This design comes from an exercise in tuning for small area and a short achievable clock period on the open sky130 flow, not from production work. RTL that was checked went through simulation tests only; none was proved equivalent to the original. Power is estimated from default activity; no workload was simulated.

Design Processor_with_Power_Gating, start of the top module:
module Processor_with_Power_Gating(
    input  wire clk,
    input  wire reset,
    input  wire [3:0] alu_a,
    input  wire [3:0] alu_b,
    input  wire [2:0] alu_opcode,
    output wire [3:0] alu_result,
    input  wire [3:0] mem_addr,
    input  wire [7:0] mem_data_in,
    input  wire mem_write_en,
    input  wire mem_req_valid,
    output wire [7:0] mem_data_out,
    input  wire [7:0] io_in,
    input  wire io_write_en,
    input  wire io_read_request,
    output wire [7:0] io_out,
    output wire alu_idle,
    output wire mem_idle,
    output wire io_idle,
    output wire alu_power_gated,
    output wire mem_power_gated,
    output wire io_power_gated,
    output wire system_power_save_mode,
    output wire [1:0] active_modules_count,
    output wire [7:0] power_efficiency_metric,
    output wire alu_clk_en,
    output wire mem_clk_en,
    output wire io_clk_en
);
export LEC_CHECK = 0
export CAP_MARGIN = 20
export CORE_MARGIN = 2
export CORE_UTILIZATION = 40
export SLEW_MARGIN = 20
create_clock -name core_clock -period 90.0 [get_ports {clk}]
standard.sh (not shown) runs the stock make flow with config.mk's settings and CLKGATE_MAP_FILE= SYNTH_SCRIPT=/design/flow/synth_recipe.tcl, a recipe that flattens the netlist after the stock synthesis.
==> flow/flow/run.sh <==
#!/bin/bash
# The standard layout (the standard.sh, unchanged synthesis and steps),
# with one change: the port buffers that global placement inserts on every
# input and output are sky130_fd_sc_hd__buf_2 instead of the cell
# buffer_ports picks by default (a clkdlybuf4s50_1 delay cell).
set -euo pipefail
export BUFFER_PORTS_ARGS="-buffer_cell sky130_fd_sc_hd__buf_2"
bash standard.sh > standard.log 2>&1
Change:
==> flow/flow/run.sh (replaced) <==
#!/bin/bash
# The standard layout (the standard.sh, unchanged synthesis and steps),
# with two changes:
#  - the port buffers that global placement inserts on every input and output
#    are sky130_fd_sc_hd__buf_2 instead of the default clkdlybuf4s50_1 delay
#    cell;
#  - clock tree synthesis inserts no dummy load cells, and builds the tree
#    from small clock buffers.
set -euo pipefail
export BUFFER_PORTS_ARGS="-buffer_cell sky130_fd_sc_hd__buf_2"
export CTS_ARGS="-sink_clustering_enable -repair_clock_nets -dont_use_dummy_load -buf_list {sky130_fd_sc_hd__clkbuf_8}"
bash standard.sh > standard.log 2>&1
Effect: The changed run finished clean. Combinational power barely changes. First-iteration DRC count climbs by 4.8%. Clock-buffer cell count grows by 2. Worst hold slack is about the same. Non-clock buffer count does not change. Global-route usage rises by 0.14 points. Area after synthesis stays the same. Die area is unchanged. Setup slack gains 25 ps.

== build 3 ==
Another version of the RTL of Processor_with_Power_Gating (not shown whole).
Size: roughly 250 flip-flops, ~77 I/O pins.
clock: 90.0 ns
lec_check: 0
cap_margin: 20
core_margin: 2
core_utilization: 65
slew_margin: 20
==> flow/flow/run.sh <==
#!/bin/bash
# The standard layout (the standard.sh, unchanged synthesis and steps),
# with two changes:
#  - the port buffers that global placement inserts on every input and output
#    are sky130_fd_sc_hd__buf_2 instead of the default clkdlybuf4s50_1 delay
#    cell;
#  - clock tree synthesis inserts no dummy load cells, and builds the tree
#    from small clock buffers.
set -euo pipefail
export BUFFER_PORTS_ARGS="-buffer_cell sky130_fd_sc_hd__buf_2"
export CTS_ARGS="-sink_clustering_enable -repair_clock_nets -dont_use_dummy_load -root_buf sky130_fd_sc_hd__clkbuf_8 -buf_list {sky130_fd_sc_hd__clkbuf_4} -sink_clustering_size 10 -sink_clustering_max_diameter 100"
bash standard.sh > standard.log 2>&1
In summary, build 3 completed successfully, with a layout that passed the timing, DRC and antenna checks.
### build 3 -> build 60
diff --git a/flow/flow/run.sh b/flow/flow/run.sh
--- a/flow/flow/run.sh
+++ b/flow/flow/run.sh
@@ -11 +11 @@
-export CTS_ARGS="-sink_clustering_enable -repair_clock_nets -dont_use_dummy_load -root_buf sky130_fd_sc_hd__clkbuf_8 -buf_list {sky130_fd_sc_hd__clkbuf_4} -sink_clustering_size 10 -sink_clustering_max_diameter 100"
+export CTS_ARGS="-sink_clustering_enable -repair_clock_nets -dont_use_dummy_load -root_buf sky130_fd_sc_hd__clkbuf_4 -buf_list {sky130_fd_sc_hd__clkbuf_2}"
## What came out
Delta (build 60 minus build 3): final period demand of the worst path moved down; met3 wirelength from detailed routing increased by about 16% relative to the old numbers; routed wire length went up. Max final area across build 3 and build 60: build 60. Build 60 ended up with a lower proportion of power drawn by combinational gates than build 3 did. Max final cell count across build 3 and build 60: build 60.
### build 60 -> build 86
diff --git a/flow/flow/run.sh b/flow/flow/run.sh
--- a/flow/flow/run.sh
+++ b/flow/flow/run.sh
@@ -8 +8,2 @@
-#    from small clock buffers.
+#    from small clock buffers (clkbuf_8 at the root, clkbuf_4 below), with
+#    sink clusters of up to 10 flip-flops within 100 um.
@@ -11 +12 @@
-export CTS_ARGS="-sink_clustering_enable -repair_clock_nets -dont_use_dummy_load -root_buf sky130_fd_sc_hd__clkbuf_4 -buf_list {sky130_fd_sc_hd__clkbuf_2}"
+export CTS_ARGS="-sink_clustering_enable -repair_clock_nets -dont_use_dummy_load -root_buf sky130_fd_sc_hd__clkbuf_8 -buf_list {sky130_fd_sc_hd__clkbuf_4} -sink_clustering_size 10 -sink_clustering_max_diameter 100"
==> comparison <==
- On arrival time of data at the critical path endpoint, build 60 tracks build 86 almost exactly.
- Re post-route core utilization: build 60 and build 86 aren't equal, and the higher value belongs to build 60.
- Going from build 60 to build 86, clock buffer count from CTS moved down, overall global routing resource usage fell by 0.76 points, fraction of layout cells with a size suffix above 1 now smaller, clock network contribution to total cell area lost 0.72 points, clock-buffer cell count saw a decrease.
- Between build 86 and build 60, it is build 86 whose power is lower, by 4.0%.
- Where wire length is concerned, build 60 is outperformed by build 86.
- Setup WNS build 60 -> build 86: worse
Changes in build 4 relative to build 86:
# build 86
export LEC_CHECK = 0
export CAP_MARGIN = 20
export CORE_MARGIN = 2
export CORE_UTILIZATION = 65
export SLEW_MARGIN = 20
create_clock -name core_clock -period 90.0 [get_ports {clk}]
# build 4
export LEC_CHECK = 0
export CAP_MARGIN = 20
export CORE_MARGIN = 2
export CORE_UTILIZATION = 65
export SLEW_MARGIN = 45
create_clock -name core_clock -period 90.0 [get_ports {clk}]
diff --git a/flow/flow/run.sh b/flow/flow/run.sh
--- a/flow/flow/run.sh
+++ b/flow/flow/run.sh
@@ -8,2 +8 @@
-#    from small clock buffers (clkbuf_8 at the root, clkbuf_4 below), with
-#    sink clusters of up to 10 flip-flops within 100 um.
+#    from small clock buffers.
@@ -12 +11 @@
-export CTS_ARGS="-sink_clustering_enable -repair_clock_nets -dont_use_dummy_load -root_buf sky130_fd_sc_hd__clkbuf_8 -buf_list {sky130_fd_sc_hd__clkbuf_4} -sink_clustering_size 10 -sink_clustering_max_diameter 100"
+export CTS_ARGS="-sink_clustering_enable -repair_clock_nets -dont_use_dummy_load -root_buf sky130_fd_sc_hd__clkbuf_8 -buf_list {sky130_fd_sc_hd__clkbuf_2}"
Findings:
Build 4 vs. build 86: critical path depth went up by 4.
Portion of total power attributed to the clock network, build 86 and build 4, higher one = build 4.
Relative to build 86, total of plain and repair buffers excluding clock buffers has gone down in build 4.
Any difference in multi-input logic portion of the cell area between build 4 and build 86 is small enough to ignore.
Compared with build 86, total via count in the routed design in build 4 increased by a few percent.
Build 4 reports a higher total number of nets in the final design than build 86 does.
Between build 86 and build 4, final critical-path required period is lower for build 86, build 4 comes in above that.
When build 4 is measured against build 86, its wire length on met2 turns out about 4.6% higher.
Build 4 against build 86; count of clock-buffer cells in the layout is up by more than 100%.
What build 57 does differently from build 4 at the input level:
# build 4
export LEC_CHECK = 0
export CAP_MARGIN = 20
export CORE_MARGIN = 2
export CORE_UTILIZATION = 65
export SLEW_MARGIN = 45
create_clock -name core_clock -period 90.0 [get_ports {clk}]
# build 57
export LEC_CHECK = 0
export CAP_MARGIN = 20
export CORE_MARGIN = 2
export CORE_UTILIZATION = 65
export SLEW_MARGIN = 20
create_clock -name core_clock -period 90.0 [get_ports {clk}]
### Flow results
Against build 4 as the reference, build 57 delivers a lower routed wire length.
On total via count in the routed design, build 57 does better than build 4.
From build 4 to build 57 the numbers moved as follows: clock period minus worst slack up 0.030 ns, setup slack decreased by 0.030 ns relative to the old numbers, relative contribution of the clock network to total power increased by 0.4 points relative to the old numbers, clock-buffer cell count has increased.
Build 57 and build 4 ended up with roughly the same timing-limited maximum frequency.
Compare build 4 and build 57 | met3 layer usage reported by global route higher: build 57
The number of max-capacitance violations reported on build 57 is in line with that on build 4.

Processor_with_Power_Gating with an RTL version that a note above also has.
Size: about 260 flip-flops, about 77 I/O pins, ~12000 um^2 of cells after synthesis.
==> flow/design.v (excerpt) <==
module Processor_with_Power_Gating(
    input  wire clk,
    input  wire reset,
    input  wire [3:0] alu_a,
    input  wire [3:0] alu_b,
    input  wire [2:0] alu_opcode,
    output wire [3:0] alu_result,
    input  wire [3:0] mem_addr,
    input  wire [7:0] mem_data_in,
    input  wire mem_write_en,
    input  wire mem_req_valid,
    output wire [7:0] mem_data_out,
    input  wire [7:0] io_in,
    input  wire io_write_en,
    input  wire io_read_request,
    output wire [7:0] io_out,
    output wire alu_idle,
    output wire mem_idle,
    output wire io_idle,
    output wire alu_power_gated,
    output wire mem_power_gated,
    output wire io_power_gated,
    output wire system_power_save_mode,
    output wire [1:0] active_modules_count,
    output wire [7:0] power_efficiency_metric,
    output wire alu_clk_en,
    output wire mem_clk_en,
    output wire io_clk_en
);
    ALU_with_power_gating alu_inst (
        .clk(clk),
        .reset(reset),
        .A(alu_a),
        .B(alu_b),
        .opcode(alu_opcode),
        .result(alu_result),
        .idle_detect(alu_idle),
        .power_gated(alu_power_gated),
        .clk_en(alu_clk_en)
    );
    Memory_with_power_gating mem_inst (
        .clk(clk),
        .reset(reset),
        .addr(mem_addr),
        .data_in(mem_data_in),
        .write_en(mem_write_en),
        .req_valid(mem_req_valid),
        .data_out(mem_data_out),
        .idle_detect(mem_idle),
        .power_gated(mem_power_gated),
        .clk_en(mem_clk_en)
    );
    IO_with_power_gating io_inst (
        .clk(clk),
        .reset(reset),
        .io_in(io_in),
        .write_en(io_write_en),
        .read_request(io_read_request),
        .io_out(io_out),
        .idle_detect(io_idle),
        .power_gated(io_power_gated),
        .clk_en(io_clk_en)
    );
    Power_Management_Controller pmc_inst (
        .clk(clk),
        .reset(reset),
        .alu_idle(alu_idle),
        .mem_idle(mem_idle),
        .io_idle(io_idle),
        .alu_power_gated(alu_power_gated),
        .mem_power_gated(mem_power_gated),
        .io_power_gated(io_power_gated),
        .system_power_save_mode(system_power_save_mode),
        .active_modules_count(active_modules_count),
  ...
export LEC_CHECK = 0
export CAP_MARGIN = 20
export CORE_MARGIN = 2
export CORE_UTILIZATION = 40
export SLEW_MARGIN = 20
create_clock -name core_clock -period 90.0 [get_ports {clk}]
==> flow/flow/run.sh <==
#!/bin/bash
# The standard layout (the standard.sh, unchanged synthesis and steps),
# with two changes:
#  - the port buffers that global placement inserts on every input and output
#    are sky130_fd_sc_hd__buf_2 instead of the default clkdlybuf4s50_1 delay
#    cell;
#  - clock tree synthesis inserts no dummy load cells, and builds the tree
#    from small clock buffers.
set -euo pipefail
export BUFFER_PORTS_ARGS="-buffer_cell sky130_fd_sc_hd__buf_2"
export CTS_ARGS="-sink_clustering_enable -repair_clock_nets -dont_use_dummy_load -buf_list {sky130_fd_sc_hd__clkbuf_8}"
export SETUP_SLACK_MARGIN=70.8
bash standard.sh > standard.log 2>&1
The first run produced a clean layout.
Then changed:
==> flow/flow/run.sh (replaced) <==
#!/bin/bash
# The standard layout (the standard.sh, unchanged synthesis and steps),
# with one change: the port buffers that global placement inserts on every
# input and output are sky130_fd_sc_hd__buf_2 instead of the cell
# buffer_ports picks by default (a clkdlybuf4s50_1 delay cell).
set -euo pipefail
export BUFFER_PORTS_ARGS="-buffer_cell sky130_fd_sc_hd__buf_2"
bash standard.sh > standard.log 2>&1
--- a/flow/config.mk
+++ b/flow/config.mk
@@ -8 +8 @@
-export CAP_MARGIN = 20
+export CAP_MARGIN = 50
@@ -11 +11 @@
-export SLEW_MARGIN = 20
+export SLEW_MARGIN = 50
Clock power is higher by well over a third.
Final area is higher slightly.
Total power is higher by roughly a tenth.

## job 2303
Another version of the RTL of Processor_with_Power_Gating (not shown whole).
Size in the first run: roughly 960 cells after synthesis, about 260 flip-flops.
Design Processor_with_Power_Gating, start of the top module:
module Processor_with_Power_Gating(
    input  wire clk,
    input  wire reset,
    input  wire [3:0] alu_a,
    input  wire [3:0] alu_b,
    input  wire [2:0] alu_opcode,
    output wire [3:0] alu_result,
    input  wire [3:0] mem_addr,
    input  wire [7:0] mem_data_in,
    input  wire mem_write_en,
    input  wire mem_req_valid,
    output wire [7:0] mem_data_out,
    input  wire [7:0] io_in,
    input  wire io_write_en,
    input  wire io_read_request,
    output wire [7:0] io_out,
    output wire alu_idle,
    output wire mem_idle,
    output wire io_idle,
    output wire alu_power_gated,
    output wire mem_power_gated,
    output wire io_power_gated,
    output wire system_power_save_mode,
    output wire [1:0] active_modules_count,
    output wire [7:0] power_efficiency_metric,
    output wire alu_clk_en,
    output wire mem_clk_en,
    output wire io_clk_en
);
clock: 90.0 ns
lec_check: 0
cap_margin: 20
core_margin: 2
core_utilization: 40
slew_margin: 20
==> flow/flow/run.sh <==
#!/bin/bash
# The standard layout (the standard.sh, unchanged synthesis and steps),
# with one change: the port buffers that global placement inserts on every
# input and output are sky130_fd_sc_hd__buf_2 instead of the cell
# buffer_ports picks by default (a clkdlybuf4s50_1 delay cell).
set -euo pipefail
export BUFFER_PORTS_ARGS="-buffer_cell sky130_fd_sc_hd__buf_2"
bash standard.sh > standard.log 2>&1
Job 2303: done, clean on timing, DRC and antenna
Here is what was changed in the inputs of job 8700 compared with job 2303.
==> flow/run.sh (new file) <==
#!/bin/bash
# synth_recipe.tcl (not shown) runs the flow's synth.tcl, then flattens the netlist and writes it again
# the make line also repeats each setting of config.mk as NAME=value (left out here)
make -C /OpenROAD-flow-scripts/flow DESIGN_CONFIG=/design/flow/config.mk WORK_HOME=/design/flow/orfs CLKGATE_MAP_FILE= SYNTH_SCRIPT=/design/flow/synth_recipe.tcl finish
removed: flow/flow/run.sh
removed: flow/standard.sh
==> comparison <==
- Compared job 2303 against job 8700; number of buffers inserted by port buffering within noise.
- The detail-routed via count per cell in job 8700 sits about 0.6% below the value recorded for job 2303.
- Compared with job 2303, job 8700 shows total net switching power that has gone up by a few percent.
- In job 8700, total inserted antenna cells is lower than in job 2303.
- Number of H-tree levels came out exactly the same in job 8700 and job 2303.
- Against job 2303, job 8700 reports a area growth from synthesis to layout that is higher.
- [compare] base=job 2303 new=job 8700: fraction of power consumed by combinational cells went up by 0.4 points, utilization now larger, initial antenna violation count went down, transition time of the tightest slew-check pin now larger.
No functional check of the RTL was part of any run of this note.

Setup of v42:
Another version of the RTL of Processor_with_Power_Gating (not shown whole).
For scale: about 250 flip-flops, ~77 I/O pins, roughly 12000 sq um of cells after synthesis.
export LEC_CHECK = 0
export CAP_MARGIN = 20
export CORE_MARGIN = 2
export CORE_UTILIZATION = 40
export SLEW_MARGIN = 20
create_clock -name core_clock -period 90.0 [get_ports {clk}]
==> flow/flow/run.sh <==
#!/bin/bash
# The standard layout (the standard.sh, unchanged synthesis and steps),
# with two changes:
#  - the port buffers that global placement inserts on every input and output
#    are sky130_fd_sc_hd__buf_2 instead of the default clkdlybuf4s50_1 delay
#    cell;
#  - clock tree synthesis inserts no dummy load cells, and builds the tree
#    from small clock buffers.
set -euo pipefail
export BUFFER_PORTS_ARGS="-buffer_cell sky130_fd_sc_hd__buf_2"
export CTS_ARGS="-sink_clustering_enable -repair_clock_nets -dont_use_dummy_load -root_buf sky130_fd_sc_hd__clkbuf_16 -buf_list {sky130_fd_sc_hd__clkbuf_2}"
export SETUP_SLACK_MARGIN=70.75
bash standard.sh > standard.log 2>&1
Modified inputs, v23 compared to v42
diff --git a/flow/flow/run.sh b/flow/flow/run.sh
--- a/flow/flow/run.sh
+++ b/flow/flow/run.sh
@@ -10,4 +10,3 @@
 export BUFFER_PORTS_ARGS="-buffer_cell sky130_fd_sc_hd__buf_2"
-export CTS_ARGS="-sink_clustering_enable -repair_clock_nets -dont_use_dummy_load -root_buf sky130_fd_sc_hd__clkbuf_16 -buf_list {sky130_fd_sc_hd__clkbuf_2}"
-export SETUP_SLACK_MARGIN=70.75
+export CTS_ARGS="-sink_clustering_enable -repair_clock_nets -dont_use_dummy_load -buf_list {sky130_fd_sc_hd__clkbuf_4 sky130_fd_sc_hd__clkbuf_8}"
 bash standard.sh > standard.log 2>&1
## What came out
v23 did not stop at any stage, and its layout met the timing, DRC and antenna checks.
Changes observed in v23 relative to v42: multi-input logic area has decreased; least setup slack across all paths after layout has decreased; part of the total power dissipated in sequential elements has decreased.
Total global-route track usage: v23 < v42
Compared with v42, v23 shows a higher fraction of the cycle the final worst path needs.
Per the comparison of v23 with v42, total power moved up, first-iteration DRC count moved down, number of remaining DRC errors level, post-synthesis net count level.
Compare v42 and v23 | proportion of power drawn by combinational gates higher: v42
--- input diff v23..v4 ---
diff --git a/flow/flow/run.sh b/flow/flow/run.sh
--- a/flow/flow/run.sh
+++ b/flow/flow/run.sh
@@ -10,3 +10,3 @@
 export BUFFER_PORTS_ARGS="-buffer_cell sky130_fd_sc_hd__buf_2"
-export CTS_ARGS="-sink_clustering_enable -repair_clock_nets -dont_use_dummy_load -buf_list {sky130_fd_sc_hd__clkbuf_4 sky130_fd_sc_hd__clkbuf_8}"
+export CTS_ARGS="-sink_clustering_enable -repair_clock_nets -dont_use_dummy_load -root_buf sky130_fd_sc_hd__clkbuf_16 -buf_list {sky130_fd_sc_hd__clkbuf_2}"
 bash standard.sh > standard.log 2>&1
## What came out
- v4 closes out successfully: all stages finished, all timing, DRC and antenna checks passed.
- In the flow results for v4 and v23, the combinational share of power is smaller on v23.
- On routed length on met3: between v4 and v23, it ends up higher for v4.
- Compared v4 vs v23, and met2 global-route usage is up in v4.
- The lower post-CTS clock slew at the launch and capture registers of the worst setup and hold paths of v4 and v23 is in v23.
Function was not checked in any run of this note: the RTL went through the layout flow alone.

[port drivers added, routing unchanged]
No port has a modelled driver above. Below, the same layouts with a new extraction and two added sets of constraints. Step 1 assumes that a clkbuf_16 drives the clock port and a buf_2 every other input. Step 2 moves the port delays by t, midway between the first and last clock arrival at a register: inputs arrive t later, outputs are due t later. That takes back most of the time a late clock gives input paths. Slacks: no drivers / after step 1 / after step 2; pairs: no drivers / after step 1.
| run | t (ns) | setup WS [ns] | worst setup path after step 2 |
|---|---|---|---|
| the first run of note 1 | 0.585 | 70.335 / 70.349 / 69.764 | input to register |
| the second run of note 1 | 0.560 | 70.360 / 70.369 / 69.809 | input to register |
| build 3 | 0.570 | 70.389 / 70.398 / 69.829 | input to register |
| build 60 | 0.669 | 70.498 / 70.506 / 69.837 | input to register |
| build 86 | 0.570 | 70.389 / 70.398 / 69.829 | input to register |
| build 4 | 0.558 | 70.353 / 70.367 / 69.808 | input to register |
| build 57 | 0.558 | 70.322 / 70.335 / 69.777 | input to register |
| the first run of note 3 | 0.566 | 70.826 / 70.781 / 70.276 | input to register |
| the second run of note 3 | 0.583 | 70.356 / 70.369 / 69.786 | input to register |
| job 2303 | 0.579 | 70.215 / 70.240 / 69.661 | input to register |
| job 8700 | 0.601 | 69.620 / 69.642 / 69.041 | input to register |
| v42 | 0.516 | 70.743 / 70.768 / 70.252 | input to register |
| v23 | 0.570 | 70.379 / 70.394 / 69.824 | input to register |
| v4 | 0.528 | 70.298 / 70.320 / 69.793 | input to register |
After both steps setup and hold are still met in every run listed. For build 60, which loses most, drivers alone change the setup slack by +0.008 ns; drivers and shift together by -0.661 ns.
